Source: an optimization exercise on an open RTL-to-GDS flow (aim: small area and a short achievable clock period). Production flows keep margins and buffers that such runs may drop.
Function was checked by simulation only, so behaviour that the tests miss may differ from the original.
Power figures rest on the tool's default switching activity, not on a simulated workload.

`design/flow/design.v`:
```
module mac_16bit(out_rounded,md,mr,clk,rst);
output reg [26:0] out_rounded;
input [15:0] md,mr;
input clk,rst;
reg [15:0] MD;
reg [7:0] ONE, TWO, NEG;         
reg [84:0] P;                  
reg [39:0] A;                    
reg [5:0] CB;                 
reg [8:0] k;       
reg clr;           
reg z1;            
reg r1, z2;        
wire zero = !rst | clr;
wire [16:0] mrx = {mr, 1'b0};
wire [7:0] one_n, two_n, neg_n;
genvar g;
generate for (g = 0; g < 8; g = g + 1) begin : enc
  assign one_n[g] = mrx[2*g+1] ^ mrx[2*g];
  assign two_n[g] = (mrx[2*g+2] & ~mrx[2*g+1] & ~mrx[2*g]) | (~mrx[2*g+2] & mrx[2*g+1] & mrx[2*g]);
  assign neg_n[g] = mrx[2*g+2] & ~(mrx[2*g+1] & mrx[2*g]);
end endgenerate
wire [16:0] pp0 = (({17{ONE[0]}} & {MD[15], MD}) | ({17{TWO[0]}} & {MD, 1'b0})) ^ {17{NEG[0]}};
wire ns0 = ~pp0[16];
wire [16:0] pp1 = (({17{ONE[1]}} & {MD[15], MD}) | ({17{TWO[1]}} & {MD, 1'b0})) ^ {17{NEG[1]}};
wire ns1 = ~pp1[16];
wire [16:0] pp2 = (({17{ONE[2]}} & {MD[15], MD}) | ({17{TWO[2]}} & {MD, 1'b0})) ^ {17{NEG[2]}};
wire ns2 = ~pp2[16];
wire [16:0] pp3 = (({17{ONE[3]}} & {MD[15], MD}) | ({17{TWO[3]}} & {MD, 1'b0})) ^ {17{NEG[3]}};
wire ns3 = ~pp3[16];
wire [16:0] pp4 = (({17{ONE[4]}} & {MD[15], MD}) | ({17{TWO[4]}} & {MD, 1'b0})) ^ {17{NEG[4]}};
wire ns4 = ~pp4[16];
wire [16:0] pp5 = (({17{ONE[5]}} & {MD[15], MD}) | ({17{TWO[5]}} & {MD, 1'b0})) ^ {17{NEG[5]}};
wire ns5 = ~pp5[16];
wire [16:0] pp6 = (({17{ONE[6]}} & {MD[15], MD}) | ({17{TWO[6]}} & {MD, 1'b0})) ^ {17{NEG[6]}};
wire ns6 = ~pp6[16];
wire [16:0] pp7 = (({17{ONE[7]}} & {MD[15], MD}) | ({17{TWO[7]}} & {MD, 1'b0})) ^ {17{NEG[7]}};
wire ns7 = ~pp7[16];
wire as1, ac2; assign {ac2, as1} = {1'b0, pp0[10]} + {1'b0, pp1[8]};
wire as3, ac4; assign {ac4, as3} = {1'b0, pp0[11]} + {1'b0, pp1[9]};
wire as5, ac6; assign {ac6, as5} = {1'b0, pp0[12]} + {1'b0, pp1[10]} + {1'b0, pp2[8]};
wire as7, ac8; assign {ac8, as7} = {1'b0, pp3[6]} + {1'b0, pp4[4]};
wire as9, ac10; assign {ac10, as9} = {1'b0, pp0[13]} + {1'b0, pp1[11]} + {1'b0, pp2[9]};
wire as11, ac12; assign {ac12, as11} = {1'b0, pp3[7]} + {1'b0, pp4[5]};
wire as13, ac14; assign {ac14, as13} = {1'b0, pp0[14]} + {1'b0, pp1[12]} + {1'b0, pp2[10]};
wire as15, ac16; assign {ac16, as15} = {1'b0, pp3[8]} + {1'b0, pp4[6]} + {1'b0, pp5[4]};
wire as17, ac18; assign {ac18, as17} = {1'b0, pp6[2]} + {1'b0, pp7[0]};
wire as19, ac20; assign {ac20, as19} = {1'b0, pp0[15]} + {1'b0, pp1[13]} + {1'b0, pp2[11]};
wire as21, ac22; assign {ac22, as21} = {1'b0, pp3[9]} + {1'b0, pp4[7]} + {1'b0, pp5[5]};
wire as23, ac24; assign {ac24, as23} = {1'b0, pp6[3]} + {1'b0, pp7[1]};
wire as25 = ~(ns0 ^ pp1[14]); wire ac26 = ns0 | pp1[14];
wire as27, ac28; assign {ac28, as27} = {1'b0, pp2[12]} + {1'b0, pp3[10]} + {1'b0, pp4[8]};
wire as29, ac30; assign {ac30, as29} = {1'b0, pp5[6]} + {1'b0, pp6[4]} + {1'b0, pp7[2]};
wire as31 = ~(pp1[15] ^ pp2[13]); wire ac32 = pp1[15] | pp2[13];
wire as33, ac34; assign {ac34, as33} = {1'b0, pp3[11]} + {1'b0, pp4[9]} + {1'b0, pp5[7]};
wire as35, ac36; assign {ac36, as35} = {1'b0, pp6[5]} + {1'b0, pp7[3]};
wire as37, ac38; assign {ac38, as37} = {1'b0, ns1} + {1'b0, pp2[14]} + {1'b0, pp3[12]};
wire as39, ac40; assign {ac40, as39} = {1'b0, pp4[10]} + {1'b0, pp5[8]} + {1'b0, pp6[6]};
wire as41 = ~(pp2[15] ^ pp3[13]); wire ac42 = pp2[15] | pp3[13];
wire as43, ac44; assign {ac44, as43} = {1'b0, pp4[11]} + {1'b0, pp5[9]};
wire as45, ac46; assign {ac46, as45} = {1'b0, ns2} + {1'b0, pp3[14]} + {1'b0, pp4[12]};
wire as47 = ~pp3[15];
wire as48, ac49; assign {ac49, as48} = {1'b0, pp0[6]} + {1'b0, pp1[4]};
wire as50, ac51; assign {ac51, as50} = {1'b0, pp0[7]} + {1'b0, pp1[5]};
wire as52, ac53; assign {ac53, as52} = {1'b0, pp0[8]} + {1'b0, pp1[6]} + {1'b0, pp2[4]};
wire as54, ac55; assign {ac55, as54} = {1'b0, pp3[2]} + {1'b0, pp4[0]};
wire as56, ac57; assign {ac57, as56} = {1'b0, pp0[9]} + {1'b0, pp1[7]} + {1'b0, pp2[5]};
wire as58, ac59; assign {ac59, as58} = {1'b0, pp3[3]} + {1'b0, pp4[1]};
wire as60, ac61; assign {ac61, as60} = {1'b0, as1} + {1'b0, pp2[6]} + {1'b0, pp3[4]};
wire as62, ac63; assign {ac63, as62} = {1'b0, pp4[2]} + {1'b0, pp5[0]} + {1'b0, NEG[5]};
wire as64, ac65; assign {ac65, as64} = {1'b0, as3} + {1'b0, pp2[7]} + {1'b0, pp3[5]};
wire as66, ac67; assign {ac67, as66} = {1'b0, pp4[3]} + {1'b0, pp5[1]} + {1'b0, ac2};
wire as68, ac69; assign {ac69, as68} = {1'b0, as5} + {1'b0, as7} + {1'b0, pp5[2]};
wire as70, ac71; assign {ac71, as70} = {1'b0, pp6[0]} + {1'b0, NEG[6]} + {1'b0, ac4};
wire as72, ac73; assign {ac73, as72} = {1'b0, as9} + {1'b0, as11} + {1'b0, pp5[3]};
wire as74, ac75; assign {ac75, as74} = {1'b0, pp6[1]} + {1'b0, ac6} + {1'b0, ac8};
wire as76, ac77; assign {ac77, as76} = {1'b0, as13} + {1'b0, as15} + {1'b0, as17};
wire as78, ac79; assign {ac79, as78} = {1'b0, NEG[7]} + {1'b0, ac10} + {1'b0, ac12};
wire as80, ac81; assign {ac81, as80} = {1'b0, as19} + {1'b0, as21} + {1'b0, as23};
wire as82, ac83; assign {ac83, as82} = {1'b0, ac14} + {1'b0, ac16} + {1'b0, ac18};
wire as84, ac85; assign {ac85, as84} = {1'b0, as25} + {1'b0, as27} + {1'b0, as29};
wire as86, ac87; assign {ac87, as86} = {1'b0, ac20} + {1'b0, ac22} + {1'b0, ac24};
wire as88, ac89; assign {ac89, as88} = {1'b0, as31} + {1'b0, as33} + {1'b0, as35};
wire as90, ac91; assign {ac91, as90} = {1'b0, ac26} + {1'b0, ac28} + {1'b0, ac30};
wire as92, ac93; assign {ac93, as92} = {1'b0, as37} + {1'b0, as39} + {1'b0, pp7[4]};
wire as94, ac95; assign {ac95, as94} = {1'b0, ac32} + {1'b0, ac34} + {1'b0, ac36};
wire as96, ac97; assign {ac97, as96} = {1'b0, as41} + {1'b0, as43} + {1'b0, pp6[7]};
wire as98, ac99; assign {ac99, as98} = {1'b0, pp7[5]} + {1'b0, ac38} + {1'b0, ac40};
wire as100, ac101; assign {ac101, as100} = {1'b0, as45} + {1'b0, pp5[10]} + {1'b0, pp6[8]};
wire as102, ac103; assign {ac103, as102} = {1'b0, pp7[6]} + {1'b0, ac42} + {1'b0, ac44};
wire as104, ac105; assign {ac105, as104} = {1'b0, as47} + {1'b0, pp4[13]} + {1'b0, pp5[11]};
wire as106, ac107; assign {ac107, as106} = {1'b0, pp6[9]} + {1'b0, pp7[7]} + {1'b0, ac46};
wire as108, ac109; assign {ac109, as108} = {1'b0, ns3} + {1'b0, pp4[14]} + {1'b0, pp5[12]};
wire as110, ac111; assign {ac111, as110} = {1'b0, pp6[10]} + {1'b0, pp7[8]} + {1'b0, pp3[15]};
wire as112 = ~(pp4[15] ^ pp5[13]); wire ac113 = pp4[15] | pp5[13];
wire as114, ac115; assign {ac115, as114} = {1'b0, pp6[11]} + {1'b0, pp7[9]};
wire as116, ac117; assign {ac117, as116} = {1'b0, ns4} + {1'b0, pp5[14]} + {1'b0, pp6[12]};
wire as118 = ~pp5[15];
wire as119, ac120; assign {ac120, as119} = {1'b0, pp0[4]} + {1'b0, pp1[2]};
wire as121, ac122; assign {ac122, as121} = {1'b0, pp0[5]} + {1'b0, pp1[3]};
wire as123, ac124; assign {ac124, as123} = {1'b0, as48} + {1'b0, pp2[2]} + {1'b0, pp3[0]};
wire as125, ac126; assign {ac126, as125} = {1'b0, as50} + {1'b0, pp2[3]} + {1'b0, pp3[1]};
wire as127, ac128; assign {ac128, as127} = {1'b0, as52} + {1'b0, as54} + {1'b0, NEG[4]};
wire as129, ac130; assign {ac130, as129} = {1'b0, as56} + {1'b0, as58} + {1'b0, ac53};
wire as131, ac132; assign {ac132, as131} = {1'b0, as60} + {1'b0, as62} + {1'b0, ac57};
wire as133, ac134; assign {ac134, as133} = {1'b0, as64} + {1'b0, as66} + {1'b0, ac61};
wire as135, ac136; assign {ac136, as135} = {1'b0, as68} + {1'b0, as70} + {1'b0, ac65};
wire as137, ac138; assign {ac138, as137} = {1'b0, as72} + {1'b0, as74} + {1'b0, ac69};
wire as139, ac140; assign {ac140, as139} = {1'b0, as76} + {1'b0, as78} + {1'b0, ac73};
wire as141, ac142; assign {ac142, as141} = {1'b0, as80} + {1'b0, as82} + {1'b0, ac77};
wire as143, ac144; assign {ac144, as143} = {1'b0, as84} + {1'b0, as86} + {1'b0, ac81};
wire as145, ac146; assign {ac146, as145} = {1'b0, as88} + {1'b0, as90} + {1'b0, ac85};
wire as147, ac148; assign {ac148, as147} = {1'b0, as92} + {1'b0, as94} + {1'b0, ac89};
wire as149, ac150; assign {ac150, as149} = {1'b0, as96} + {1'b0, as98} + {1'b0, ac93};
wire as151, ac152; assign {ac152, as151} = {1'b0, as100} + {1'b0, as102} + {1'b0, ac97};
wire as153, ac154; assign {ac154, as153} = {1'b0, as104} + {1'b0, as106} + {1'b0, ac101};
wire as155, ac156; assign {ac156, as155} = {1'b0, as108} + {1'b0, as110} + {1'b0, ac105};
wire as157, ac158; assign {ac158, as157} = {1'b0, as112} + {1'b0, as114} + {1'b0, ac109};
wire as159, ac160; assign {ac160, as159} = {1'b0, as116} + {1'b0, pp7[10]} + {1'b0, ac113};
wire as161, ac162; assign {ac162, as161} = {1'b0, as118} + {1'b0, pp6[13]} + {1'b0, pp7[11]};
wire as163, ac164; assign {ac164, as163} = {1'b0, ns5} + {1'b0, pp6[14]} + {1'b0, pp7[12]};
wire as165 = ~pp6[15];
wire [84:0] pnext;
assign pnext[0] = pp0[0];
assign pnext[1] = NEG[0];
assign pnext[2] = pp0[1];
assign pnext[3] = pp0[2];
assign pnext[4] = pp1[0];
assign pnext[5] = NEG[1];
assign pnext[6] = pp0[3];
assign pnext[7] = pp1[1];
assign pnext[8] = as119;
assign pnext[9] = pp2[0];
assign pnext[10] = NEG[2];
assign pnext[11] = as121;
assign pnext[12] = pp2[1];
assign pnext[13] = ac120;
assign pnext[14] = as123;
assign pnext[15] = NEG[3];
assign pnext[16] = ac122;
assign pnext[17] = as125;
assign pnext[18] = ac49;
assign pnext[19] = ac124;
assign pnext[20] = as127;
assign pnext[21] = ac51;
assign pnext[22] = ac126;
assign pnext[23] = as129;
assign pnext[24] = ac55;
assign pnext[25] = ac128;
assign pnext[26] = as131;
assign pnext[27] = ac59;
assign pnext[28] = ac130;
assign pnext[29] = as133;
assign pnext[30] = ac63;
assign pnext[31] = ac132;
assign pnext[32] = as135;
assign pnext[33] = ac67;
assign pnext[34] = ac134;
assign pnext[35] = as137;
assign pnext[36] = ac71;
assign pnext[37] = ac136;
assign pnext[38] = as139;
assign pnext[39] = ac75;
assign pnext[40] = ac138;
assign pnext[41] = as141;
assign pnext[42] = ac79;
assign pnext[43] = ac140;
assign pnext[44] = as143;
assign pnext[45] = ac83;
assign pnext[46] = ac142;
assign pnext[47] = as145;
assign pnext[48] = ac87;
assign pnext[49] = ac144;
assign pnext[50] = as147;
assign pnext[51] = ac91;
assign pnext[52] = ac146;
assign pnext[53] = as149;
assign pnext[54] = ac95;
assign pnext[55] = ac148;
assign pnext[56] = as151;
assign pnext[57] = ac99;
assign pnext[58] = ac150;
assign pnext[59] = as153;
assign pnext[60] = ac103;
assign pnext[61] = ac152;
assign pnext[62] = as155;
assign pnext[63] = ac107;
assign pnext[64] = ac154;
assign pnext[65] = as157;
assign pnext[66] = ac111;
assign pnext[67] = ac156;
assign pnext[68] = as159;
assign pnext[69] = ac115;
assign pnext[70] = ac158;
assign pnext[71] = as161;
assign pnext[72] = ac117;
assign pnext[73] = ac160;
assign pnext[74] = as163;
assign pnext[75] = pp5[15];
assign pnext[76] = ac162;
assign pnext[77] = as165;
assign pnext[78] = pp7[13];
assign pnext[79] = ac164;
assign pnext[80] = ns6;
assign pnext[81] = pp7[14];
assign pnext[82] = pp6[15];
assign pnext[83] = pp7[15];
assign pnext[84] = ns7;
wire bs166, bc167; assign {bc167, bs166} = {1'b0, P[3]} + {1'b0, P[4]};
wire bs168, bc169; assign {bc169, bs168} = {1'b0, P[6]} + {1'b0, P[7]};
wire [1:0] bt172 = {1'b0, ~P[8]} + {1'b0, ~P[9]} + {1'b0, ~P[10]}; wire bs170 = ~bt172[0]; wire bc171 = ~bt172[1];
wire [1:0] bt175 = {1'b0, ~P[11]} + {1'b0, ~P[12]} + {1'b0, ~P[13]}; wire bs173 = ~bt175[0]; wire bc174 = ~bt175[1];
wire [1:0] bt178 = {1'b0, ~P[14]} + {1'b0, ~P[15]} + {1'b0, ~P[16]}; wire bs176 = ~bt178[0]; wire bc177 = ~bt178[1];
wire [1:0] bt181 = {1'b0, ~P[17]} + {1'b0, ~P[18]} + {1'b0, ~P[19]}; wire bs179 = ~bt181[0]; wire bc180 = ~bt181[1];
wire [1:0] bt184 = {1'b0, ~P[20]} + {1'b0, ~P[21]} + {1'b0, ~P[22]}; wire bs182 = ~bt184[0]; wire bc183 = ~bt184[1];
wire [1:0] bt187 = {1'b0, ~P[23]} + {1'b0, ~P[24]} + {1'b0, ~P[25]}; wire bs185 = ~bt187[0]; wire bc186 = ~bt187[1];
wire [1:0] bt190 = {1'b0, ~P[26]} + {1'b0, ~P[27]} + {1'b0, ~P[28]}; wire bs188 = ~bt190[0]; wire bc189 = ~bt190[1];
wire [1:0] bt193 = {1'b0, ~P[29]} + {1'b0, ~P[30]} + {1'b0, ~P[31]}; wire bs191 = ~bt193[0]; wire bc192 = ~bt193[1];
wire [1:0] bt196 = {1'b0, ~P[32]} + {1'b0, ~P[33]} + {1'b0, ~P[34]}; wire bs194 = ~bt196[0]; wire bc195 = ~bt196[1];
wire [1:0] bt199 = {1'b0, ~P[35]} + {1'b0, ~P[36]} + {1'b0, ~P[37]}; wire bs197 = ~bt199[0]; wire bc198 = ~bt199[1];
wire [1:0] bt202 = {1'b0, ~P[38]} + {1'b0, ~P[39]} + {1'b0, ~P[40]}; wire bs200 = ~bt202[0]; wire bc201 = ~bt202[1];
wire [1:0] bt205 = {1'b0, ~P[41]} + {1'b0, ~P[42]} + {1'b0, ~P[43]}; wire bs203 = ~bt205[0]; wire bc204 = ~bt205[1];
wire [1:0] bt208 = {1'b0, ~P[44]} + {1'b0, ~P[45]} + {1'b0, ~P[46]}; wire bs206 = ~bt208[0]; wire bc207 = ~bt208[1];
wire [1:0] bt211 = {1'b0, ~P[47]} + {1'b0, ~P[48]} + {1'b0, ~P[49]}; wire bs209 = ~bt211[0]; wire bc210 = ~bt211[1];
wire [1:0] bt214 = {1'b0, ~P[50]} + {1'b0, ~P[51]} + {1'b0, ~P[52]}; wire bs212 = ~bt214[0]; wire bc213 = ~bt214[1];
wire [1:0] bt217 = {1'b0, ~P[53]} + {1'b0, ~P[54]} + {1'b0, ~P[55]}; wire bs215 = ~bt217[0]; wire bc216 = ~bt217[1];
wire [1:0] bt220 = {1'b0, ~P[56]} + {1'b0, ~P[57]} + {1'b0, ~P[58]}; wire bs218 = ~bt220[0]; wire bc219 = ~bt220[1];
wire [1:0] bt223 = {1'b0, ~P[59]} + {1'b0, ~P[60]} + {1'b0, ~P[61]}; wire bs221 = ~bt223[0]; wire bc222 = ~bt223[1];
wire [1:0] bt226 = {1'b0, ~P[62]} + {1'b0, ~P[63]} + {1'b0, ~P[64]}; wire bs224 = ~bt226[0]; wire bc225 = ~bt226[1];
wire [1:0] bt229 = {1'b0, ~P[65]} + {1'b0, ~P[66]} + {1'b0, ~P[67]}; wire bs227 = ~bt229[0]; wire bc228 = ~bt229[1];
wire [1:0] bt232 = {1'b0, ~P[68]} + {1'b0, ~P[69]} + {1'b0, ~P[70]}; wire bs230 = ~bt232[0]; wire bc231 = ~bt232[1];
wire [1:0] bt235 = {1'b0, ~P[71]} + {1'b0, ~P[72]} + {1'b0, ~P[73]}; wire bs233 = ~bt235[0]; wire bc234 = ~bt235[1];
wire [1:0] bt238 = {1'b0, ~P[74]} + {1'b0, ~P[75]} + {1'b0, ~P[76]}; wire bs236 = ~bt238[0]; wire bc237 = ~bt238[1];
wire [1:0] bt241 = {1'b0, ~P[77]} + {1'b0, ~P[78]} + {1'b0, ~P[79]}; wire bs239 = ~bt241[0]; wire bc240 = ~bt241[1];
wire [1:0] bt244 = {1'b0, ~P[80]} + {1'b0, ~P[81]} + {1'b0, ~P[82]}; wire bs242 = ~bt244[0]; wire bc243 = ~bt244[1];
wire bs245 = ~P[83];
wire bs246, bc247; assign {bc247, bs246} = {1'b0, P[0]} + {1'b0, P[1]};
wire bs248, bc249; assign {bc249, bs248} = {1'b0, P[2]} + {1'b0, A[1]};
wire [1:0] bt252 = {1'b0, ~bs166} + {1'b0, ~P[5]} + {1'b0, ~A[2]}; wire bs250 = ~bt252[0]; wire bc251 = ~bt252[1];
wire [1:0] bt255 = {1'b0, ~bs168} + {1'b0, ~A[3]} + {1'b0, ~bc167}; wire bs253 = ~bt255[0]; wire bc254 = ~bt255[1];
wire [1:0] bt258 = {1'b0, ~bs170} + {1'b0, ~A[4]} + {1'b0, ~bc169}; wire bs256 = ~bt258[0]; wire bc257 = ~bt258[1];
wire [1:0] bt261 = {1'b0, ~bs173} + {1'b0, ~A[5]} + {1'b0, ~bc171}; wire bs259 = ~bt261[0]; wire bc260 = ~bt261[1];
wire [1:0] bt264 = {1'b0, ~bs176} + {1'b0, ~A[6]} + {1'b0, ~bc174}; wire bs262 = ~bt264[0]; wire bc263 = ~bt264[1];
wire [1:0] bt267 = {1'b0, ~bs179} + {1'b0, ~A[7]} + {1'b0, ~bc177}; wire bs265 = ~bt267[0]; wire bc266 = ~bt267[1];
wire [1:0] bt270 = {1'b0, ~bs182} + {1'b0, ~A[8]} + {1'b0, ~bc180}; wire bs268 = ~bt270[0]; wire bc269 = ~bt270[1];
wire [1:0] bt273 = {1'b0, ~bs185} + {1'b0, ~A[9]} + {1'b0, ~bc183}; wire bs271 = ~bt273[0]; wire bc272 = ~bt273[1];
wire [1:0] bt276 = {1'b0, ~bs188} + {1'b0, ~A[10]} + {1'b0, ~bc186}; wire bs274 = ~bt276[0]; wire bc275 = ~bt276[1];
wire [1:0] bt279 = {1'b0, ~bs191} + {1'b0, ~A[11]} + {1'b0, ~bc189}; wire bs277 = ~bt279[0]; wire bc278 = ~bt279[1];
wire [1:0] bt282 = {1'b0, ~bs194} + {1'b0, ~A[12]} + {1'b0, ~bc192}; wire bs280 = ~bt282[0]; wire bc281 = ~bt282[1];
wire [1:0] bt285 = {1'b0, ~bs197} + {1'b0, ~A[13]} + {1'b0, ~bc195}; wire bs283 = ~bt285[0]; wire bc284 = ~bt285[1];
wire [1:0] bt288 = {1'b0, ~bs200} + {1'b0, ~A[14]} + {1'b0, ~bc198}; wire bs286 = ~bt288[0]; wire bc287 = ~bt288[1];
wire [1:0] bt291 = {1'b0, ~bs203} + {1'b0, ~A[15]} + {1'b0, ~bc201}; wire bs289 = ~bt291[0]; wire bc290 = ~bt291[1];
wire [1:0] bt294 = {1'b0, ~bs206} + {1'b0, ~A[16]} + {1'b0, ~bc204}; wire bs292 = ~bt294[0]; wire bc293 = ~bt294[1];
wire [1:0] bt297 = {1'b0, ~bs209} + {1'b0, ~A[17]} + {1'b0, ~bc207}; wire bs295 = ~bt297[0]; wire bc296 = ~bt297[1];
wire [1:0] bt300 = {1'b0, ~bs212} + {1'b0, ~A[18]} + {1'b0, ~bc210}; wire bs298 = ~bt300[0]; wire bc299 = ~bt300[1];
wire [1:0] bt303 = {1'b0, ~bs215} + {1'b0, ~A[19]} + {1'b0, ~bc213}; wire bs301 = ~bt303[0]; wire bc302 = ~bt303[1];
wire [1:0] bt306 = {1'b0, ~bs218} + {1'b0, ~A[20]} + {1'b0, ~bc216}; wire bs304 = ~bt306[0]; wire bc305 = ~bt306[1];
wire [1:0] bt309 = {1'b0, ~bs221} + {1'b0, ~A[21]} + {1'b0, ~bc219}; wire bs307 = ~bt309[0]; wire bc308 = ~bt309[1];
wire [1:0] bt312 = {1'b0, ~bs224} + {1'b0, ~A[22]} + {1'b0, ~bc222}; wire bs310 = ~bt312[0]; wire bc311 = ~bt312[1];
wire [1:0] bt315 = {1'b0, ~bs227} + {1'b0, ~A[23]} + {1'b0, ~bc225}; wire bs313 = ~bt315[0]; wire bc314 = ~bt315[1];
wire [1:0] bt318 = {1'b0, ~bs230} + {1'b0, ~A[24]} + {1'b0, ~bc228}; wire bs316 = ~bt318[0]; wire bc317 = ~bt318[1];
wire [1:0] bt321 = {1'b0, ~bs233} + {1'b0, ~A[25]} + {1'b0, ~bc231}; wire bs319 = ~bt321[0]; wire bc320 = ~bt321[1];
wire [1:0] bt324 = {1'b0, ~bs236} + {1'b0, ~A[26]} + {1'b0, ~bc234}; wire bs322 = ~bt324[0]; wire bc323 = ~bt324[1];
wire [1:0] bt327 = {1'b0, ~bs239} + {1'b0, ~A[27]} + {1'b0, ~bc237}; wire bs325 = ~bt327[0]; wire bc326 = ~bt327[1];
wire [1:0] bt330 = {1'b0, ~bs242} + {1'b0, ~A[28]} + {1'b0, ~bc240}; wire bs328 = ~bt330[0]; wire bc329 = ~bt330[1];
wire [1:0] bt333 = {1'b0, ~bs245} + {1'b0, ~A[29]} + {1'b0, ~bc243}; wire bs331 = ~bt333[0]; wire bc332 = ~bt333[1];
wire [1:0] bt336 = {1'b0, ~P[84]} + {1'b0, ~A[30]} + {1'b0, ~P[83]}; wire bs334 = ~bt336[0]; wire bc335 = ~bt336[1];
wire bs337 = ~A[31];
wire [7:0] yhi = 8'd0 + {7'd0, A[31]} - 8'd1;
wire k0_g338, k0_p344; assign {k0_g338, k0_p344} = {1'b0, bs246} + {1'b0, A[0]};
wire k0_g339, k0_p345; assign {k0_g339, k0_p345} = {1'b0, bs248} + {1'b0, bc247};
wire k0_g340, k0_p346; assign {k0_g340, k0_p346} = {1'b0, bs250} + {1'b0, bc249};
wire k0_g341, k0_p347; assign {k0_g341, k0_p347} = {1'b0, bs253} + {1'b0, bc251};
wire k0_g342, k0_p348; assign {k0_g342, k0_p348} = {1'b0, bs256} + {1'b0, bc254};
wire k0_g343, k0_p349; assign {k0_g343, k0_p349} = {1'b0, bs259} + {1'b0, bc257};
wire k0_G350 = k0_g339 | (k0_p345 & k0_g338);
wire k0_P351 = k0_p345 & k0_p344;
wire k0_G352 = k0_g340 | (k0_p346 & k0_g339);
wire k0_P353 = k0_p346 & k0_p345;
wire k0_G354 = k0_g341 | (k0_p347 & k0_g340);
wire k0_P355 = k0_p347 & k0_p346;
wire k0_G356 = k0_g342 | (k0_p348 & k0_g341);
wire k0_P357 = k0_p348 & k0_p347;
wire k0_G358 = k0_g343 | (k0_p349 & k0_g342);
wire k0_P359 = k0_p349 & k0_p348;
wire k0_G360 = k0_G352 | (k0_P353 & k0_g338);
wire k0_P361 = k0_P353 & k0_p344;
wire k0_G362 = k0_G354 | (k0_P355 & k0_G350);
wire k0_P363 = k0_P355 & k0_P351;
wire k0_G364 = k0_G356 | (k0_P357 & k0_G352);
wire k0_P365 = k0_P357 & k0_P353;
wire k0_G366 = k0_G358 | (k0_P359 & k0_G354);
wire k0_P367 = k0_P359 & k0_P355;
wire k0_G368 = k0_G364 | (k0_P365 & k0_g338);
wire k0_P369 = k0_P365 & k0_p344;
wire k0_G370 = k0_G366 | (k0_P367 & k0_G350);
wire k0_P371 = k0_P367 & k0_P351;
wire k0_s372 = k0_p344;
wire k0_s373 = k0_p345 ^ k0_g338;
wire k0_s374 = k0_p346 ^ k0_G350;
wire k0_s375 = k0_p347 ^ k0_G360;
wire k0_s376 = k0_p348 ^ k0_G362;
wire k0_s377 = k0_p349 ^ k0_G368;
wire k1_g378, k1_p384; assign {k1_g378, k1_p384} = {1'b0, bs262} + {1'b0, bc260};
wire k1_g379, k1_p385; assign {k1_g379, k1_p385} = {1'b0, bs265} + {1'b0, bc263};
wire k1_g380, k1_p386; assign {k1_g380, k1_p386} = {1'b0, bs268} + {1'b0, bc266};
wire k1_g381, k1_p387; assign {k1_g381, k1_p387} = {1'b0, bs271} + {1'b0, bc269};
wire k1_g382, k1_p388; assign {k1_g382, k1_p388} = {1'b0, bs274} + {1'b0, bc272};
wire k1_g383, k1_p389; assign {k1_g383, k1_p389} = {1'b0, bs277} + {1'b0, bc275};
wire k1_G390 = k1_g379 | (k1_p385 & k1_g378);
wire k1_P391 = k1_p385 & k1_p384;
wire k1_G392 = k1_g380 | (k1_p386 & k1_g379);
wire k1_P393 = k1_p386 & k1_p385;
wire k1_G394 = k1_g381 | (k1_p387 & k1_g380);
wire k1_P395 = k1_p387 & k1_p386;
wire k1_G396 = k1_g382 | (k1_p388 & k1_g381);
wire k1_P397 = k1_p388 & k1_p387;
wire k1_G398 = k1_g383 | (k1_p389 & k1_g382);
wire k1_P399 = k1_p389 & k1_p388;
wire k1_G400 = k1_G392 | (k1_P393 & k1_g378);
wire k1_P401 = k1_P393 & k1_p384;
wire k1_G402 = k1_G394 | (k1_P395 & k1_G390);
wire k1_P403 = k1_P395 & k1_P391;
wire k1_G404 = k1_G396 | (k1_P397 & k1_G392);
wire k1_P405 = k1_P397 & k1_P393;
wire k1_G406 = k1_G398 | (k1_P399 & k1_G394);
wire k1_P407 = k1_P399 & k1_P395;
wire k1_G408 = k1_G404 | (k1_P405 & k1_g378);
wire k1_P409 = k1_P405 & k1_p384;
wire k1_G410 = k1_G406 | (k1_P407 & k1_G390);
wire k1_P411 = k1_P407 & k1_P391;
wire k1_s412 = k1_p384 ^ CB[0];
wire k1_c413 = k1_g378 | (k1_p384 & CB[0]);
wire k1_s414 = k1_p385 ^ k1_c413;
wire k1_c415 = k1_G390 | (k1_P391 & CB[0]);
wire k1_s416 = k1_p386 ^ k1_c415;
wire k1_c417 = k1_G400 | (k1_P401 & CB[0]);
wire k1_s418 = k1_p387 ^ k1_c417;
wire k1_c419 = k1_G402 | (k1_P403 & CB[0]);
wire k1_s420 = k1_p388 ^ k1_c419;
wire k1_c421 = k1_G408 | (k1_P409 & CB[0]);
wire k1_s422 = k1_p389 ^ k1_c421;
wire k1_co423 = k1_G410 | (k1_P411 & CB[0]);
wire k2_g424, k2_p430; assign {k2_g424, k2_p430} = {1'b0, bs280} + {1'b0, bc278};
wire k2_g425, k2_p431; assign {k2_g425, k2_p431} = {1'b0, bs283} + {1'b0, bc281};
wire k2_g426, k2_p432; assign {k2_g426, k2_p432} = {1'b0, bs286} + {1'b0, bc284};
wire k2_g427, k2_p433; assign {k2_g427, k2_p433} = {1'b0, bs289} + {1'b0, bc287};
wire k2_g428, k2_p434; assign {k2_g428, k2_p434} = {1'b0, bs292} + {1'b0, bc290};
wire k2_g429, k2_p435; assign {k2_g429, k2_p435} = {1'b0, bs295} + {1'b0, bc293};
wire k2_G436 = k2_g425 | (k2_p431 & k2_g424);
wire k2_P437 = k2_p431 & k2_p430;
wire k2_G438 = k2_g426 | (k2_p432 & k2_g425);
wire k2_P439 = k2_p432 & k2_p431;
wire k2_G440 = k2_g427 | (k2_p433 & k2_g426);
wire k2_P441 = k2_p433 & k2_p432;
wire k2_G442 = k2_g428 | (k2_p434 & k2_g427);
wire k2_P443 = k2_p434 & k2_p433;
wire k2_G444 = k2_g429 | (k2_p435 & k2_g428);
wire k2_P445 = k2_p435 & k2_p434;
wire k2_G446 = k2_G438 | (k2_P439 & k2_g424);
wire k2_P447 = k2_P439 & k2_p430;
wire k2_G448 = k2_G440 | (k2_P441 & k2_G436);
wire k2_P449 = k2_P441 & k2_P437;
wire k2_G450 = k2_G442 | (k2_P443 & k2_G438);
wire k2_P451 = k2_P443 & k2_P439;
wire k2_G452 = k2_G444 | (k2_P445 & k2_G440);
wire k2_P453 = k2_P445 & k2_P441;
wire k2_G454 = k2_G450 | (k2_P451 & k2_g424);
wire k2_P455 = k2_P451 & k2_p430;
wire k2_G456 = k2_G452 | (k2_P453 & k2_G436);
wire k2_P457 = k2_P453 & k2_P437;
wire k2_s458 = k2_p430 ^ CB[1];
wire k2_c459 = k2_g424 | (k2_p430 & CB[1]);
wire k2_s460 = k2_p431 ^ k2_c459;
wire k2_c461 = k2_G436 | (k2_P437 & CB[1]);
wire k2_s462 = k2_p432 ^ k2_c461;
wire k2_c463 = k2_G446 | (k2_P447 & CB[1]);
wire k2_s464 = k2_p433 ^ k2_c463;
wire k2_c465 = k2_G448 | (k2_P449 & CB[1]);
wire k2_s466 = k2_p434 ^ k2_c465;
wire k2_c467 = k2_G454 | (k2_P455 & CB[1]);
wire k2_s468 = k2_p435 ^ k2_c467;
wire k2_co469 = k2_G456 | (k2_P457 & CB[1]);
wire k3_g470, k3_p476; assign {k3_g470, k3_p476} = {1'b0, bs298} + {1'b0, bc296};
wire k3_g471, k3_p477; assign {k3_g471, k3_p477} = {1'b0, bs301} + {1'b0, bc299};
wire k3_g472, k3_p478; assign {k3_g472, k3_p478} = {1'b0, bs304} + {1'b0, bc302};
wire k3_g473, k3_p479; assign {k3_g473, k3_p479} = {1'b0, bs307} + {1'b0, bc305};
wire k3_g474, k3_p480; assign {k3_g474, k3_p480} = {1'b0, bs310} + {1'b0, bc308};
wire k3_g475, k3_p481; assign {k3_g475, k3_p481} = {1'b0, bs313} + {1'b0, bc311};
wire k3_G482 = k3_g471 | (k3_p477 & k3_g470);
wire k3_P483 = k3_p477 & k3_p476;
wire k3_G484 = k3_g472 | (k3_p478 & k3_g471);
wire k3_P485 = k3_p478 & k3_p477;
wire k3_G486 = k3_g473 | (k3_p479 & k3_g472);
wire k3_P487 = k3_p479 & k3_p478;
wire k3_G488 = k3_g474 | (k3_p480 & k3_g473);
wire k3_P489 = k3_p480 & k3_p479;
wire k3_G490 = k3_g475 | (k3_p481 & k3_g474);
wire k3_P491 = k3_p481 & k3_p480;
wire k3_G492 = k3_G484 | (k3_P485 & k3_g470);
wire k3_P493 = k3_P485 & k3_p476;
wire k3_G494 = k3_G486 | (k3_P487 & k3_G482);
wire k3_P495 = k3_P487 & k3_P483;
wire k3_G496 = k3_G488 | (k3_P489 & k3_G484);
wire k3_P497 = k3_P489 & k3_P485;
wire k3_G498 = k3_G490 | (k3_P491 & k3_G486);
wire k3_P499 = k3_P491 & k3_P487;
wire k3_G500 = k3_G496 | (k3_P497 & k3_g470);
wire k3_P501 = k3_P497 & k3_p476;
wire k3_G502 = k3_G498 | (k3_P499 & k3_G482);
wire k3_P503 = k3_P499 & k3_P483;
wire k3_s504 = k3_p476 ^ CB[2];
wire k3_c505 = k3_g470 | (k3_p476 & CB[2]);
wire k3_s506 = k3_p477 ^ k3_c505;
wire k3_c507 = k3_G482 | (k3_P483 & CB[2]);
wire k3_s508 = k3_p478 ^ k3_c507;
wire k3_c509 = k3_G492 | (k3_P493 & CB[2]);
wire k3_s510 = k3_p479 ^ k3_c509;
wire k3_c511 = k3_G494 | (k3_P495 & CB[2]);
wire k3_s512 = k3_p480 ^ k3_c511;
wire k3_c513 = k3_G500 | (k3_P501 & CB[2]);
wire k3_s514 = k3_p481 ^ k3_c513;
wire k3_co515 = k3_G502 | (k3_P503 & CB[2]);
wire k4_g516, k4_p522; assign {k4_g516, k4_p522} = {1'b0, bs316} + {1'b0, bc314};
wire k4_g517, k4_p523; assign {k4_g517, k4_p523} = {1'b0, bs319} + {1'b0, bc317};
wire k4_g518, k4_p524; assign {k4_g518, k4_p524} = {1'b0, bs322} + {1'b0, bc320};
wire k4_g519, k4_p525; assign {k4_g519, k4_p525} = {1'b0, bs325} + {1'b0, bc323};
wire k4_g520, k4_p526; assign {k4_g520, k4_p526} = {1'b0, bs328} + {1'b0, bc326};
wire k4_g521, k4_p527; assign {k4_g521, k4_p527} = {1'b0, bs331} + {1'b0, bc329};
wire k4_G528 = k4_g517 | (k4_p523 & k4_g516);
wire k4_P529 = k4_p523 & k4_p522;
wire k4_G530 = k4_g518 | (k4_p524 & k4_g517);
wire k4_P531 = k4_p524 & k4_p523;
wire k4_G532 = k4_g519 | (k4_p525 & k4_g518);
wire k4_P533 = k4_p525 & k4_p524;
wire k4_G534 = k4_g520 | (k4_p526 & k4_g519);
wire k4_P535 = k4_p526 & k4_p525;
wire k4_G536 = k4_g521 | (k4_p527 & k4_g520);
wire k4_P537 = k4_p527 & k4_p526;
wire k4_G538 = k4_G530 | (k4_P531 & k4_g516);
wire k4_P539 = k4_P531 & k4_p522;
wire k4_G540 = k4_G532 | (k4_P533 & k4_G528);
wire k4_P541 = k4_P533 & k4_P529;
wire k4_G542 = k4_G534 | (k4_P535 & k4_G530);
wire k4_P543 = k4_P535 & k4_P531;
wire k4_G544 = k4_G536 | (k4_P537 & k4_G532);
wire k4_P545 = k4_P537 & k4_P533;
wire k4_G546 = k4_G542 | (k4_P543 & k4_g516);
wire k4_P547 = k4_P543 & k4_p522;
wire k4_G548 = k4_G544 | (k4_P545 & k4_G528);
wire k4_P549 = k4_P545 & k4_P529;
wire k4_s550 = k4_p522 ^ CB[3];
wire k4_c551 = k4_g516 | (k4_p522 & CB[3]);
wire k4_s552 = k4_p523 ^ k4_c551;
wire k4_c553 = k4_G528 | (k4_P529 & CB[3]);
wire k4_s554 = k4_p524 ^ k4_c553;
wire k4_c555 = k4_G538 | (k4_P539 & CB[3]);
wire k4_s556 = k4_p525 ^ k4_c555;
wire k4_c557 = k4_G540 | (k4_P541 & CB[3]);
wire k4_s558 = k4_p526 ^ k4_c557;
wire k4_c559 = k4_G546 | (k4_P547 & CB[3]);
wire k4_s560 = k4_p527 ^ k4_c559;
wire k4_co561 = k4_G548 | (k4_P549 & CB[3]);
wire k5_g562, k5_p568; assign {k5_g562, k5_p568} = {1'b0, bs334} + {1'b0, bc332};
wire k5_g563, k5_p569; assign {k5_g563, k5_p569} = {1'b0, bs337} + {1'b0, bc335};
wire k5_g564, k5_p570; assign {k5_g564, k5_p570} = {1'b0, A[32]} + {1'b0, yhi[0]};
wire k5_g565, k5_p571; assign {k5_g565, k5_p571} = {1'b0, A[33]} + {1'b0, yhi[1]};
wire k5_g566, k5_p572; assign {k5_g566, k5_p572} = {1'b0, A[34]} + {1'b0, yhi[2]};
wire k5_g567, k5_p573; assign {k5_g567, k5_p573} = {1'b0, A[35]} + {1'b0, yhi[3]};
wire k5_G574 = k5_g563 | (k5_p569 & k5_g562);
wire k5_P575 = k5_p569 & k5_p568;
wire k5_G576 = k5_g564 | (k5_p570 & k5_g563);
wire k5_P577 = k5_p570 & k5_p569;
wire k5_G578 = k5_g565 | (k5_p571 & k5_g564);
wire k5_P579 = k5_p571 & k5_p570;
wire k5_G580 = k5_g566 | (k5_p572 & k5_g565);
wire k5_P581 = k5_p572 & k5_p571;
wire k5_G582 = k5_g567 | (k5_p573 & k5_g566);
wire k5_P583 = k5_p573 & k5_p572;
wire k5_G584 = k5_G576 | (k5_P577 & k5_g562);
wire k5_P585 = k5_P577 & k5_p568;
wire k5_G586 = k5_G578 | (k5_P579 & k5_G574);
wire k5_P587 = k5_P579 & k5_P575;
wire k5_G588 = k5_G580 | (k5_P581 & k5_G576);
wire k5_P589 = k5_P581 & k5_P577;
wire k5_G590 = k5_G582 | (k5_P583 & k5_G578);
wire k5_P591 = k5_P583 & k5_P579;
wire k5_G592 = k5_G588 | (k5_P589 & k5_g562);
wire k5_P593 = k5_P589 & k5_p568;
wire k5_G594 = k5_G590 | (k5_P591 & k5_G574);
wire k5_P595 = k5_P591 & k5_P575;
wire k5_s596 = k5_p568 ^ CB[4];
wire k5_c597 = k5_g562 | (k5_p568 & CB[4]);
wire k5_s598 = k5_p569 ^ k5_c597;
wire k5_c599 = k5_G574 | (k5_P575 & CB[4]);
wire k5_s600 = k5_p570 ^ k5_c599;
wire k5_c601 = k5_G584 | (k5_P585 & CB[4]);
wire k5_s602 = k5_p571 ^ k5_c601;
wire k5_c603 = k5_G586 | (k5_P587 & CB[4]);
wire k5_s604 = k5_p572 ^ k5_c603;
wire k5_c605 = k5_G592 | (k5_P593 & CB[4]);
wire k5_s606 = k5_p573 ^ k5_c605;
wire k5_co607 = k5_G594 | (k5_P595 & CB[4]);
wire k6_g608, k6_p612; assign {k6_g608, k6_p612} = {1'b0, A[36]} + {1'b0, yhi[4]};
wire k6_g609, k6_p613; assign {k6_g609, k6_p613} = {1'b0, A[37]} + {1'b0, yhi[5]};
wire k6_g610, k6_p614; assign {k6_g610, k6_p614} = {1'b0, A[38]} + {1'b0, yhi[6]};
wire k6_g611, k6_p615; assign {k6_g611, k6_p615} = {1'b0, A[39]} + {1'b0, yhi[7]};
wire k6_G616 = k6_g609 | (k6_p613 & k6_g608);
wire k6_P617 = k6_p613 & k6_p612;
wire k6_G618 = k6_g610 | (k6_p614 & k6_g609);
wire k6_P619 = k6_p614 & k6_p613;
wire k6_G620 = k6_g611 | (k6_p615 & k6_g610);
wire k6_P621 = k6_p615 & k6_p614;
wire k6_G622 = k6_G618 | (k6_P619 & k6_g608);
wire k6_P623 = k6_P619 & k6_p612;
wire k6_G624 = k6_G620 | (k6_P621 & k6_G616);
wire k6_P625 = k6_P621 & k6_P617;
wire k6_s626 = k6_p612 ^ CB[5];
wire k6_c627 = k6_g608 | (k6_p612 & CB[5]);
wire k6_s628 = k6_p613 ^ k6_c627;
wire k6_c629 = k6_G616 | (k6_P617 & CB[5]);
wire k6_s630 = k6_p614 ^ k6_c629;
wire k6_c631 = k6_G622 | (k6_P623 & CB[5]);
wire k6_s632 = k6_p615 ^ k6_c631;
wire k6_co633 = k6_G624 | (k6_P625 & CB[5]);
wire [39:0] sum = {k6_s632, k6_s630, k6_s628, k6_s626, k5_s606, k5_s604, k5_s602, k5_s600, k5_s598, k5_s596, k4_s560, k4_s558, k4_s556, k4_s554, k4_s552, k4_s550, k3_s514, k3_s512, k3_s510, k3_s508, k3_s506, k3_s504, k2_s468, k2_s466, k2_s464, k2_s462, k2_s460, k2_s458, k1_s422, k1_s420, k1_s418, k1_s416, k1_s414, k1_s412, k0_s377, k0_s376, k0_s375, k0_s374, k0_s373, k0_s372};
wire [5:0] cbnext = {k5_co607, k4_co561, k3_co515, k2_co469, k1_co423, k0_G370};
wire [13:0] L = {1'b0, A[12:0]} + {7'd0, CB[0], 6'd0} + {1'd0, CB[1], 12'd0};
wire c13 = L[13];
wire up = L[12] & ((A[13] ^ c13) | (|L[11:0]));
wire rg634, rp661; assign {rg634, rp661} = {1'b0, A[13]} + {1'b0, c13};
wire rg635 = 1'b0; wire rp662 = A[14];
wire rg636 = 1'b0; wire rp663 = A[15];
wire rg637 = 1'b0; wire rp664 = A[16];
wire rg638 = 1'b0; wire rp665 = A[17];
wire rg639, rp666; assign {rg639, rp666} = {1'b0, A[18]} + {1'b0, CB[2]};
wire rg640 = 1'b0; wire rp667 = A[19];
wire rg641 = 1'b0; wire rp668 = A[20];
wire rg642 = 1'b0; wire rp669 = A[21];
wire rg643 = 1'b0; wire rp670 = A[22];
wire rg644 = 1'b0; wire rp671 = A[23];
wire rg645, rp672; assign {rg645, rp672} = {1'b0, A[24]} + {1'b0, CB[3]};
wire rg646 = 1'b0; wire rp673 = A[25];
wire rg647 = 1'b0; wire rp674 = A[26];
wire rg648 = 1'b0; wire rp675 = A[27];
wire rg649 = 1'b0; wire rp676 = A[28];
wire rg650 = 1'b0; wire rp677 = A[29];
wire rg651, rp678; assign {rg651, rp678} = {1'b0, A[30]} + {1'b0, CB[4]};
wire rg652 = 1'b0; wire rp679 = A[31];
wire rg653 = 1'b0; wire rp680 = A[32];
wire rg654 = 1'b0; wire rp681 = A[33];
wire rg655 = 1'b0; wire rp682 = A[34];
wire rg656 = 1'b0; wire rp683 = A[35];
wire rg657, rp684; assign {rg657, rp684} = {1'b0, A[36]} + {1'b0, CB[5]};
wire rg658 = 1'b0; wire rp685 = A[37];
wire rg659 = 1'b0; wire rp686 = A[38];
wire rg660 = 1'b0; wire rp687 = A[39];
wire rG688 = rg635 | (rp662 & rg634);
wire rP689 = rp662 & rp661;
wire rG690 = rg637 | (rp664 & rg636);
wire rP691 = rp664 & rp663;
wire rG692 = rg639 | (rp666 & rg638);
wire rP693 = rp666 & rp665;
wire rG694 = rg641 | (rp668 & rg640);
wire rP695 = rp668 & rp667;
wire rG696 = rg643 | (rp670 & rg642);
wire rP697 = rp670 & rp669;
wire rG698 = rg645 | (rp672 & rg644);
wire rP699 = rp672 & rp671;
wire rG700 = rg647 | (rp674 & rg646);
wire rP701 = rp674 & rp673;
wire rG702 = rg649 | (rp676 & rg648);
wire rP703 = rp676 & rp675;
wire rG704 = rg651 | (rp678 & rg650);
wire rP705 = rp678 & rp677;
wire rG706 = rg653 | (rp680 & rg652);
wire rP707 = rp680 & rp679;
wire rG708 = rg655 | (rp682 & rg654);
wire rP709 = rp682 & rp681;
wire rG710 = rg657 | (rp684 & rg656);
wire rP711 = rp684 & rp683;
wire rG712 = rg659 | (rp686 & rg658);
wire rP713 = rp686 & rp685;
wire rG714 = rg636 | (rp663 & rG688);
wire rP715 = rp663 & rP689;
wire rG716 = rG690 | (rP691 & rG688);
wire rP717 = rP691 & rP689;
wire rG718 = rg640 | (rp667 & rG692);
wire rP719 = rp667 & rP693;
wire rG720 = rG694 | (rP695 & rG692);
wire rP721 = rP695 & rP693;
wire rG722 = rg644 | (rp671 & rG696);
wire rP723 = rp671 & rP697;
wire rG724 = rG698 | (rP699 & rG696);
wire rP725 = rP699 & rP697;
wire rG726 = rg648 | (rp675 & rG700);
wire rP727 = rp675 & rP701;
wire rG728 = rG702 | (rP703 & rG700);
wire rP729 = rP703 & rP701;
wire rG730 = rg652 | (rp679 & rG704);
wire rP731 = rp679 & rP705;
wire rG732 = rG706 | (rP707 & rG704);
wire rP733 = rP707 & rP705;
wire rG734 = rg656 | (rp683 & rG708);
wire rP735 = rp683 & rP709;
wire rG736 = rG710 | (rP711 & rG708);
wire rP737 = rP711 & rP709;
wire rG738 = rg660 | (rp687 & rG712);
wire rP739 = rp687 & rP713;
wire rG740 = rg638 | (rp665 & rG716);
wire rP741 = rp665 & rP717;
wire rG742 = rG692 | (rP693 & rG716);
wire rP743 = rP693 & rP717;
wire rG744 = rG718 | (rP719 & rG716);
wire rP745 = rP719 & rP717;
wire rG746 = rG720 | (rP721 & rG716);
wire rP747 = rP721 & rP717;
wire rG748 = rg646 | (rp673 & rG724);
wire rP749 = rp673 & rP725;
wire rG750 = rG700 | (rP701 & rG724);
wire rP751 = rP701 & rP725;
wire rG752 = rG726 | (rP727 & rG724);
wire rP753 = rP727 & rP725;
wire rG754 = rG728 | (rP729 & rG724);
wire rP755 = rP729 & rP725;
wire rG756 = rg654 | (rp681 & rG732);
wire rP757 = rp681 & rP733;
wire rG758 = rG708 | (rP709 & rG732);
wire rP759 = rP709 & rP733;
wire rG760 = rG734 | (rP735 & rG732);
wire rP761 = rP735 & rP733;
wire rG762 = rG736 | (rP737 & rG732);
wire rP763 = rP737 & rP733;
wire rG764 = rg642 | (rp669 & rG746);
wire rP765 = rp669 & rP747;
wire rG766 = rG696 | (rP697 & rG746);
wire rP767 = rP697 & rP747;
wire rG768 = rG722 | (rP723 & rG746);
wire rP769 = rP723 & rP747;
wire rG770 = rG724 | (rP725 & rG746);
wire rP771 = rP725 & rP747;
wire rG772 = rG748 | (rP749 & rG746);
wire rP773 = rP749 & rP747;
wire rG774 = rG750 | (rP751 & rG746);
wire rP775 = rP751 & rP747;
wire rG776 = rG752 | (rP753 & rG746);
wire rP777 = rP753 & rP747;
wire rG778 = rG754 | (rP755 & rG746);
wire rP779 = rP755 & rP747;
wire rG780 = rg658 | (rp685 & rG762);
wire rP781 = rp685 & rP763;
wire rG782 = rG712 | (rP713 & rG762);
wire rP783 = rP713 & rP763;
wire rG784 = rG738 | (rP739 & rG762);
wire rP785 = rP739 & rP763;
wire rG786 = rg650 | (rp677 & rG778);
wire rP787 = rp677 & rP779;
wire rG788 = rG704 | (rP705 & rG778);
wire rP789 = rP705 & rP779;
wire rG790 = rG730 | (rP731 & rG778);
wire rP791 = rP731 & rP779;
wire rG792 = rG732 | (rP733 & rG778);
wire rP793 = rP733 & rP779;
wire rG794 = rG756 | (rP757 & rG778);
wire rP795 = rP757 & rP779;
wire rG796 = rG758 | (rP759 & rG778);
wire rP797 = rP759 & rP779;
wire rG798 = rG760 | (rP761 & rG778);
wire rP799 = rP761 & rP779;
wire rG800 = rG762 | (rP763 & rG778);
wire rP801 = rP763 & rP779;
wire rG802 = rG780 | (rP781 & rG778);
wire rP803 = rP781 & rP779;
wire rG804 = rG782 | (rP783 & rG778);
wire rP805 = rP783 & rP779;
wire rG806 = rG784 | (rP785 & rG778);
wire rP807 = rP785 & rP779;
wire rs808 = rp661 ^ up;
wire rc809 = rg634 | (rp661 & up);
wire rs810 = rp662 ^ rc809;
wire rc811 = rG688 | (rP689 & up);
wire rs812 = rp663 ^ rc811;
wire rc813 = rG714 | (rP715 & up);
wire rs814 = rp664 ^ rc813;
wire rc815 = rG716 | (rP717 & up);
wire rs816 = rp665 ^ rc815;
wire rc817 = rG740 | (rP741 & up);
wire rs818 = rp666 ^ rc817;
wire rc819 = rG742 | (rP743 & up);
wire rs820 = rp667 ^ rc819;
wire rc821 = rG744 | (rP745 & up);
wire rs822 = rp668 ^ rc821;
wire rc823 = rG746 | (rP747 & up);
wire rs824 = rp669 ^ rc823;
wire rc825 = rG764 | (rP765 & up);
wire rs826 = rp670 ^ rc825;
wire rc827 = rG766 | (rP767 & up);
wire rs828 = rp671 ^ rc827;
wire rc829 = rG768 | (rP769 & up);
wire rs830 = rp672 ^ rc829;
wire rc831 = rG770 | (rP771 & up);
wire rs832 = rp673 ^ rc831;
wire rc833 = rG772 | (rP773 & up);
wire rs834 = rp674 ^ rc833;
wire rc835 = rG774 | (rP775 & up);
wire rs836 = rp675 ^ rc835;
wire rc837 = rG776 | (rP777 & up);
wire rs838 = rp676 ^ rc837;
wire rc839 = rG778 | (rP779 & up);
wire rs840 = rp677 ^ rc839;
wire rc841 = rG786 | (rP787 & up);
wire rs842 = rp678 ^ rc841;
wire rc843 = rG788 | (rP789 & up);
wire rs844 = rp679 ^ rc843;
wire rc845 = rG790 | (rP791 & up);
wire rs846 = rp680 ^ rc845;
wire rc847 = rG792 | (rP793 & up);
wire rs848 = rp681 ^ rc847;
wire rc849 = rG794 | (rP795 & up);
wire rs850 = rp682 ^ rc849;
wire rc851 = rG796 | (rP797 & up);
wire rs852 = rp683 ^ rc851;
wire rc853 = rG798 | (rP799 & up);
wire rs854 = rp684 ^ rc853;
wire rc855 = rG800 | (rP801 & up);
wire rs856 = rp685 ^ rc855;
wire rc857 = rG802 | (rP803 & up);
wire rs858 = rp686 ^ rc857;
wire rc859 = rG804 | (rP805 & up);
wire rs860 = rp687 ^ rc859;
wire rco861 = rG806 | (rP807 & up);
wire [26:0] rnd = {rs860, rs858, rs856, rs854, rs852, rs850, rs848, rs846, rs844, rs842, rs840, rs838, rs836, rs834, rs832, rs830, rs828, rs826, rs824, rs822, rs820, rs818, rs816, rs814, rs812, rs810, rs808};
always @(posedge clk) begin
  MD <= md;
  ONE <= one_n;
  TWO <= two_n;
  NEG <= neg_n;
  P <= pnext;
  z1 <= zero;
  r1 <= !rst;
  z2 <= r1;
  if (z1 | z2) A <= 40'd0;
  else A <= sum;
  if (z1 | z2) CB <= 6'd0;
  else CB <= cbnext;
  out_rounded <= (zero | z1) ? 27'd0 : rnd;
  if (zero) k <= {8'd0, clr};
  else k <= k + 9'd1;
  clr <= rst & !clr & (k == 9'd258);
end
endmodule
```
`design/flow/flow/run.sh`:
```
#!/bin/bash
# The standard layout (the standard.sh), except that the port buffers are
# sky130_fd_sc_hd__buf_2 cells instead of the default delay buffers.
set -euo pipefail
export BUFFER_PORTS_ARGS="-buffer_cell sky130_fd_sc_hd__buf_2"
bash standard.sh > standard.log 2>&1
```
`design/flow/standard.sh`:
```
#!/bin/bash
# synth_recipe.tcl (not shown) runs the flow's synth.tcl, then flattens the netlist and writes it again
# the make line also repeats each setting of config.mk as NAME=value (left out here)
make -C /OpenROAD-flow-scripts/flow DESIGN_CONFIG=/design/flow/config.mk WORK_HOME=/design/flow/orfs CLKGATE_MAP_FILE= SYNTH_SCRIPT=/design/flow/synth_recipe.tcl "${@:-finish}"
```
`design/flow/config.mk`:
```
export PLATFORM = sky130hd
export DESIGN_NAME = mac_16bit
export DESIGN_NICKNAME = mac_16bit
export VERILOG_FILES = /design/flow/design.v
export SDC_FILE = /design/flow/constraint.sdc
export NUM_CORES = 4
export LEC_CHECK = 0
export CAP_MARGIN = 20
export CORE_MARGIN = 2
export CORE_UTILIZATION = 40
export SETUP_SLACK_MARGIN = 4.15
export SLEW_MARGIN = 20
```
`design/flow/constraint.sdc`:
```
create_clock -name core_clock -period 6.9 [get_ports {clk}]
set_input_delay 1.3800 -clock core_clock [delete_from_list [all_inputs] [get_ports {clk}]]
set_output_delay 1.3800 -clock core_clock [all_outputs]
set_load 0.01 [all_outputs]
```
==> results of run 1 <==
## cells in the final DEF, fill, tap and decap left out, types with 3 or more instances in the layout
| master | n |
|---|---|
| a22oi_1 | 120 |
| nand2_1 | 27 |
| xor2_1 | 60 |
| o21a_1 | 3 |
| clkbuf_8 | 7 |
| nand3_1 | 8 |
| o21ai_2 | 5 |
| a21oi_2 | 4 |
| dfxtp_2 | 39 |
| xnor2_1 | 126 |
| clkbuf_1 | 3 |
| nor2_1 | 68 |
| bufinv_16 | 3 |
| clkinv_2 | 4 |
| o21ai_0 | 27 |
| o211ai_1 | 4 |
| ha_1 | 77 |
| buf_2 | 60 |
| o21bai_1 | 6 |
| fa_2 | 4 |
| a21o_1 | 13 |
| and2_1 | 6 |
| nor2b_1 | 11 |
| a21oi_1 | 23 |
| a21oi_4 | 4 |
| nand2b_1 | 8 |
| or3_1 | 7 |
| buf_4 | 14 |
| nand3b_1 | 7 |
| fa_1 | 118 |
| dfxtp_1 | 172 |
| inv_1 | 114 |
| nor3_1 | 17 |
| clkbuf_16 | 25 |
## worst max-delay path, stage by stage (launching register included)
cell,delay [ps]
dfxtp_2,580
a22oi_1,180
xor2_1,200
fa_1,620
inv_1,100
fa_1,510
fa_1,410
## through the flow
stage / cells / hold slack, ps / cell area, sq um
2_1_floorplan: 1210 / 310 / 12600
3_3_place_gp: 1595 / 321 / 13200
3_5_place_dp: 1595 / 325 / 13200
4_1_cts: 1641 / 347 / 14100
5_1_grt: 1649 / 369 / 14300
6_report: 1649 / 338 / 14300
## worst max-delay path by stage
stage                 from         endpoint  slack (ps)  depth (start not counted)
global placement       rst  out_rounded[19]        3860                          6
floorplan           NEG[4]            P[56]        4170                          7
CTS                  P[80]            CB[5]        4150                         11
global route         P[50]            CB[3]        4120                          9
detailed placement     rst  out_rounded[19]        3810                          6
finish               MD[8]            P[38]        4160                          6
## sequential cells by signal, indices dropped and copies added, names as in the netlist
signal       flops
ONE              8
NEG              8
P               85
MD              16
CB               6
z2               1
z1               1
A               40
k                9
clr              1
r1               1
TWO              8
out_rounded     27
## area by class of cell
| type | instances | area share [%] |
|---|---|---|
| inverters | 114 | 2.99 |
| flip-flops and latches | 211 | 29.9 |
| clock buffers | 35 | 5.13 |
| multi-input cells | 803 | 54.7 |
| repair buffers | 74 | 2.84 |
| well taps | 402 | 3.52 |
| clock inverters | 10 | 0.954 |
## synth_stat cells, types with 11 or more instances
master	count	area (sq um)
a21o_1	13	97.6
a21oi_1	29	145
a22oi_1	120	901
clkbuf_1	73	274
dfxtp_1	211	4220
fa_1	122	2440
ha_1	80	1000
inv_1	114	428
nand2_1	28	105
nor2_1	69	259
nor2b_1	11	68.8
nor3_1	17	85.1
o21ai_0	32	160
xnor2_1	126	1100
xor2_1	60	526
## power by group through the flow
stage | logic, uW | registers, uW | clock network, uW
3_5_place_dp | 3280 | 1830 | 0
2_1_floorplan | 2710 | 1720 | 0
6_report | 3540 | 1810 | 1360
3_3_place_gp | 3170 | 1830 | 0
5_1_grt | 4120 | 1850 | 1450
4_1_cts | 3350 | 1810 | 1400
## logic make-up after synthesis
| family | after synthesis |
|---|---|
| simple gates | 184 |
| flops | 211 |
| fa+ha+maj | 202 |
| xor+xnor | 186 |
| buf+inv | 196 |
| mux | 5 |
| compound gates | 226 |
## metal layers
layer  wire (um)  share of wire [%]  GRT usage (%)
met3        1400                5.3           2.65
met5           0                  0              0
met4         637                2.4           4.36
met1       13200                 50           24.1
met2       11200                 42           24.8
## what timing repair did
action,in CTS,in global routing
resized for setup,45,27
endpoints found under the setup margin,35,25
pin swaps,0,22
setup buffers,1,8
hold endpoints to repair,0,0
==> flow_metrics.env, run 1 <==
export IMPL_status="complete, no violations"
export IMPL_worstReg2RegEnd="P[38]"
export IMPL_power_frac_seq_pct=27.0
export IMPL_slew_headroom_pct=47.4
export IMPL_die_width_um=182
export IMPL_synth_edff_count=0
export IMPL_grt_pass1_vias=8283
export IMPL_tightest_slew_ps=790
export IMPL_routed_wirelength_mm=26.5
export IMPL_cts_hold_buf=0
export IMPL_drt_pass1_iterations=5
export IMPL_floorplan_initialDensity_pct=40.4
export IMPL_hold_path_class="flop to flop"
export IMPL_p_int_uw=4130
export IMPL_holdPathStages=0
export IMPL_synth_compound_area_share_pct=12.6
export IMPL_nFillCells=2899
export IMPL_clkPwrFrac_pct=20.2
export IMPL_place_ws_ps=3810
export IMPL_regArea_sq_mm=0.00427
export IMPL_period_share_pct=39.8
export IMPL_muxShareOfSynthArea_pct=0.455
export IMPL_final_nets=1465
export IMPL_fin_util_pct=45.6
export IMPL_crit_type="flop to flop"
export IMPL_cts_htree_levels=1
export IMPL_p_per_area_mw_per_mm2=469
export IMPL_vias=8222
export IMPL_cts_max_path_buffers=3
export IMPL_swShare_pct=38.3
export IMPL_die_height_um=182
export IMPL_avgRoutedWirePerCell_um=16.1
export IMPL_syn_nets=1446
export IMPL_vdd_drop_max_v=0.000201
export IMPL_regToRegSetupSlack_ps=4160
export IMPL_yosys_warnings=1
export IMPL_startpoint_type="flop"
export IMPL_numCtsBuffers=25
export IMPL_ios=61
export IMPL_dp_hpwl_mm=18.9
export IMPL_crit_fanout=16
export IMPL_ant_nets=0
export IMPL_reg2reg_from="MD[8]"
export IMPL_port_buffers=60
export IMPL_synth_fa_ha_area_share_pct=27.2
export IMPL_power_uw=6700
export IMPL_multi_input_area_sq_mm=0.00781
export IMPL_synth_ff_type="dfxtp_1"
export IMPL_gr_usage_all_layers_pct=16.3
export IMPL_cp_end_kind="flop"
export IMPL_drtIter0Drc=606
export IMPL_holdCritStartpoint="r1"
export IMPL_setup_violations=0
export IMPL_cts_tree="done"
export IMPL_drv_cap=0
export IMPL_dieArea_sq_mm=0.0330
export IMPL_synth_top_family_by_area="adder cells"
export IMPL_synth_seq_cells=211
export IMPL_tns_ps=0
export IMPL_setup_slack_ps=4160
export IMPL_synth_yosys_seq_area_share_pct=33.4
export IMPL_grt_pass1_wl_mm=43.9
export IMPL_worstSkewPairLatency_ps=530
export IMPL_area_growth_pct=13.1
export IMPL_rows=65
export IMPL_synth_async_reset_ratio_pct=0
export IMPL_arrival_ps=3130
export IMPL_pwr_share_comb_pct=52.8
export IMPL_antenna_found_initial=0
export IMPL_vias_per_cell=4.99
export IMPL_rsz0062_at_grt="yes"
export IMPL_cts_sinks=211
export IMPL_yosys_area_share_simple_pct=7.53
export IMPL_clkTransAtPathRegs_ps=60
export IMPL_drv_slew=0
export IMPL_rr_worst_depth=6
export IMPL_fmax_ghz=0.364
export IMPL_power_switching_uw=2570
export IMPL_synth_cell_type_count=58
export IMPL_overflow=0
export IMPL_place_congestion=0.824
export IMPL_finalHoldViolCount=0
export IMPL_skew_ps=23.0
export IMPL_period_needed_ps=2740
export IMPL_synth_xor_area_share_pct=12.9
export IMPL_whs_endpoint="z2"
export IMPL_core_area_sq_mm=0.0313
export IMPL_syn_avg_cell_area_sq_um=10.4
export IMPL_synthCells=1210
export IMPL_power_leakage_uw=0.00608
export IMPL_synth_area_sq_mm=0.0126
export IMPL_worstPathRequired_ps=7290
export IMPL_grt_max_degree=43
export IMPL_drc=0
export IMPL_root_buffer="clkbuf_16"
export IMPL_drive_gt1_share_pct=15.8
export IMPL_antenna_cells=0
==> inputs of run 2 (changes only) <==
--- a/design/flow/config.mk
+++ b/design/flow/config.mk
@@ -7,6 +7,7 @@
 export LEC_CHECK = 0
 export CAP_MARGIN = 20
 export CORE_MARGIN = 2
-export CORE_UTILIZATION = 40
+export CORE_UTILIZATION = 60
 export SETUP_SLACK_MARGIN = 4.15
 export SLEW_MARGIN = 20
+export TNS_END_PERCENT = 10
==> flow_metrics.env, run 2 <==
export IMPL_status="complete, no violations"
export IMPL_antenna_found_initial=0
export IMPL_die_width_um=149
export IMPL_cts_tree="done"
export IMPL_worstSkewPairLatency_ps=510
export IMPL_cts_max_path_buffers=3
export IMPL_drtIter0Drc=430
export IMPL_whs_endpoint="z2"
export IMPL_cp_slowest_stage_delay_ps=710
export IMPL_p_per_area_mw_per_mm2=457
export IMPL_clkTransAtPathRegs_ps=60
export IMPL_drv_slew=0
export IMPL_setup_slack_ps=4160
export IMPL_finalHoldViolCount=0
export IMPL_cpMaxStageDelayCell="dfxtp_1"
export IMPL_cp_depth=6
export IMPL_fmax_ghz=0.365
export IMPL_place_ws_ps=3820
export IMPL_reg2reg_from="TWO[7]"
export IMPL_power_uw=6370
export IMPL_antenna_cells=0
export IMPL_largestRegisters="P: 85 flops, A: 40 flops, out_rounded: 27 flops"
export IMPL_synth_ff_type="dfxtp_1"
export IMPL_cp_end_kind="flop"
export IMPL_avgRoutedWirePerCell_um=16.8
export IMPL_cts_sinks=211
export IMPL_period_needed_ps=2740
export IMPL_synth_xor_area_share_pct=12.9
export IMPL_synth_top_family_by_area="adder cells"
export IMPL_largest_register_ffs=85
export IMPL_cts_htree_levels=1
export IMPL_synth_seq_cells=211
export IMPL_power_leakage_uw=0.00599
export IMPL_gr_usage_all_layers_pct=23.3
export IMPL_yosys_warnings=1
export IMPL_top_register="P"
export IMPL_synth_area_top_cells="dfxtp_1, fa_1, xnor2_1"
export IMPL_grt_pass1_vias=7994
export IMPL_ant_nets=0
export IMPL_synth_async_reset_ratio_pct=0
export IMPL_crit_type="flop to flop"
export IMPL_synth_area_leader_cell="dfxtp_1"
export IMPL_holdCritStartpoint="r1"
export IMPL_hold_path_class="flop to flop"
export IMPL_numCtsBuffers=24
export IMPL_rr_worst_depth=6
export IMPL_rsz0062_at_grt="yes"
export IMPL_area_growth_pct=10.4
export IMPL_ios=61
export IMPL_root_buffer="clkbuf_16"
export IMPL_synth_top_cells_by_count="dfxtp_1, xnor2_1, fa_1"
export IMPL_core_area_sq_mm=0.0208
export IMPL_grt_max_degree=43
export IMPL_dp_hpwl_mm=18.4
export IMPL_synth_area_sq_mm=0.0126
export IMPL_worstReg2RegEnd="P[44]"
export IMPL_cp_startpoint="TWO[7]"
export IMPL_syn_avg_cell_area_sq_um=10.4
export IMPL_overflow=0
export IMPL_tns_ps=0
export IMPL_crit_chain="a22oi_1, xor2_1, fa_1, fa_1, inv_1, fa_1"
export IMPL_synth_compound_area_share_pct=12.6
export IMPL_grt_pass1_wl_mm=41.3
export IMPL_die_height_um=149
export IMPL_slew_headroom_pct=45.5
export IMPL_tightest_slew_ps=818
export IMPL_nFillCells=1655
export IMPL_place_congestion=0.827
export IMPL_period_share_pct=39.7
export IMPL_synth_edff_count=0
export IMPL_port_buffers=60
[run 2: cell count changes in the layout (fill, tap and decap cells not counted), moves of 2 or more]
cell	previous run	this run
clkinvlp_4	0	3
a21oi_2	4	6
fa_1	118	121
buf_4	14	6
a21oi_4	4	2
o21ai_1	1	3
fa_2	4	1
dfxtp_1	172	176
clkinv_4	2	0
clkbuf_1	3	5
bufinv_16	3	0
o21ai_2	5	2
dfxtp_2	39	35
[run 2: cells by family after synthesis]
kind of cell             count (synthesis)
adder cells (fa/ha/maj)                202
AO/OA/AOI/OAI                          226
flip-flops                             211
buffers and inverters                  196
AND/OR/NAND/NOR                        184
multiplexers                             5
XOR/XNOR                               186
[run 2: layout make-up]
type                       count  area, sq um  share of cell area [%]
timing repair buffer          67          365                    2.62
sequential                   211         4270                    30.6
clock inverter                 6         37.5                   0.269
tap                          275          344                    2.47
inverter                     114          428                    3.07
clock buffer                  36          727                    5.21
multi-input combinational    803         7780                    55.8
[run 2: layer usage]
layer	part of all wire, %	vias up	global-route usage, %
met3	5.3	44	3.55
met4	2.2	0	5.48
met5	0	-	0
met2	43	239	35.5
li1	-	4019	-
met1	49	3955	35.2
[run 2: worst max path at each step]
stage	to	slack, ps
after global routing	CB[2]	4050
after CTS	CB[1]	4080
after floorplan	P[56]	3970
after global placement	out_rounded[19]	3880
after detailed placement	out_rounded[19]	3820
final	P[44]	4160
[run 2: timing repair]
item,4_1_cts,5_1_grt
buffers inserted,0,3
pin swaps,0,7
cloned,0,0
setup endpoints to repair,35,42
hold buffers,0,0
resized for setup,37,21
[run 2: worst register-to-register path, stage by stage (launching register included)]
cell and delay, ps:
dfxtp_1 710, a22oi_1 210, xor2_1 200, fa_1 490, fa_1 510, inv_1 50, fa_1 440
[run 2: per-stage QoR]
step           hold WS, ps  cells  cell area [sq um]  util [%]
6_report               335   1512              14000      67.0
5_1_grt                352   1512              14000      67.0
4_1_cts                339   1509              13800      66.4
3_5_place_dp           315   1467              13000      62.4
3_3_place_gp           316   1467              13000      62.4
2_1_floorplan          310   1210              12600         -
[run 2: power breakdown]
group / leakage [uW] / internal, uW / switching (uW)
Combinational: 0.00386 / 1640 / 1720
Clock: 0.000369 / 723 / 477
Sequential: 0.00176 / 1540 / 276
Total: 0.00599 / 3900 / 2480

Check on run 2: ideal ports give 4.159 ns setup slack; a clkbuf_16 on the clock port and buf_2 on the inputs give 4.159 ns; moving port delays by the midpoint clock arrival (0.556 ns) as well gives 3.814 ns.
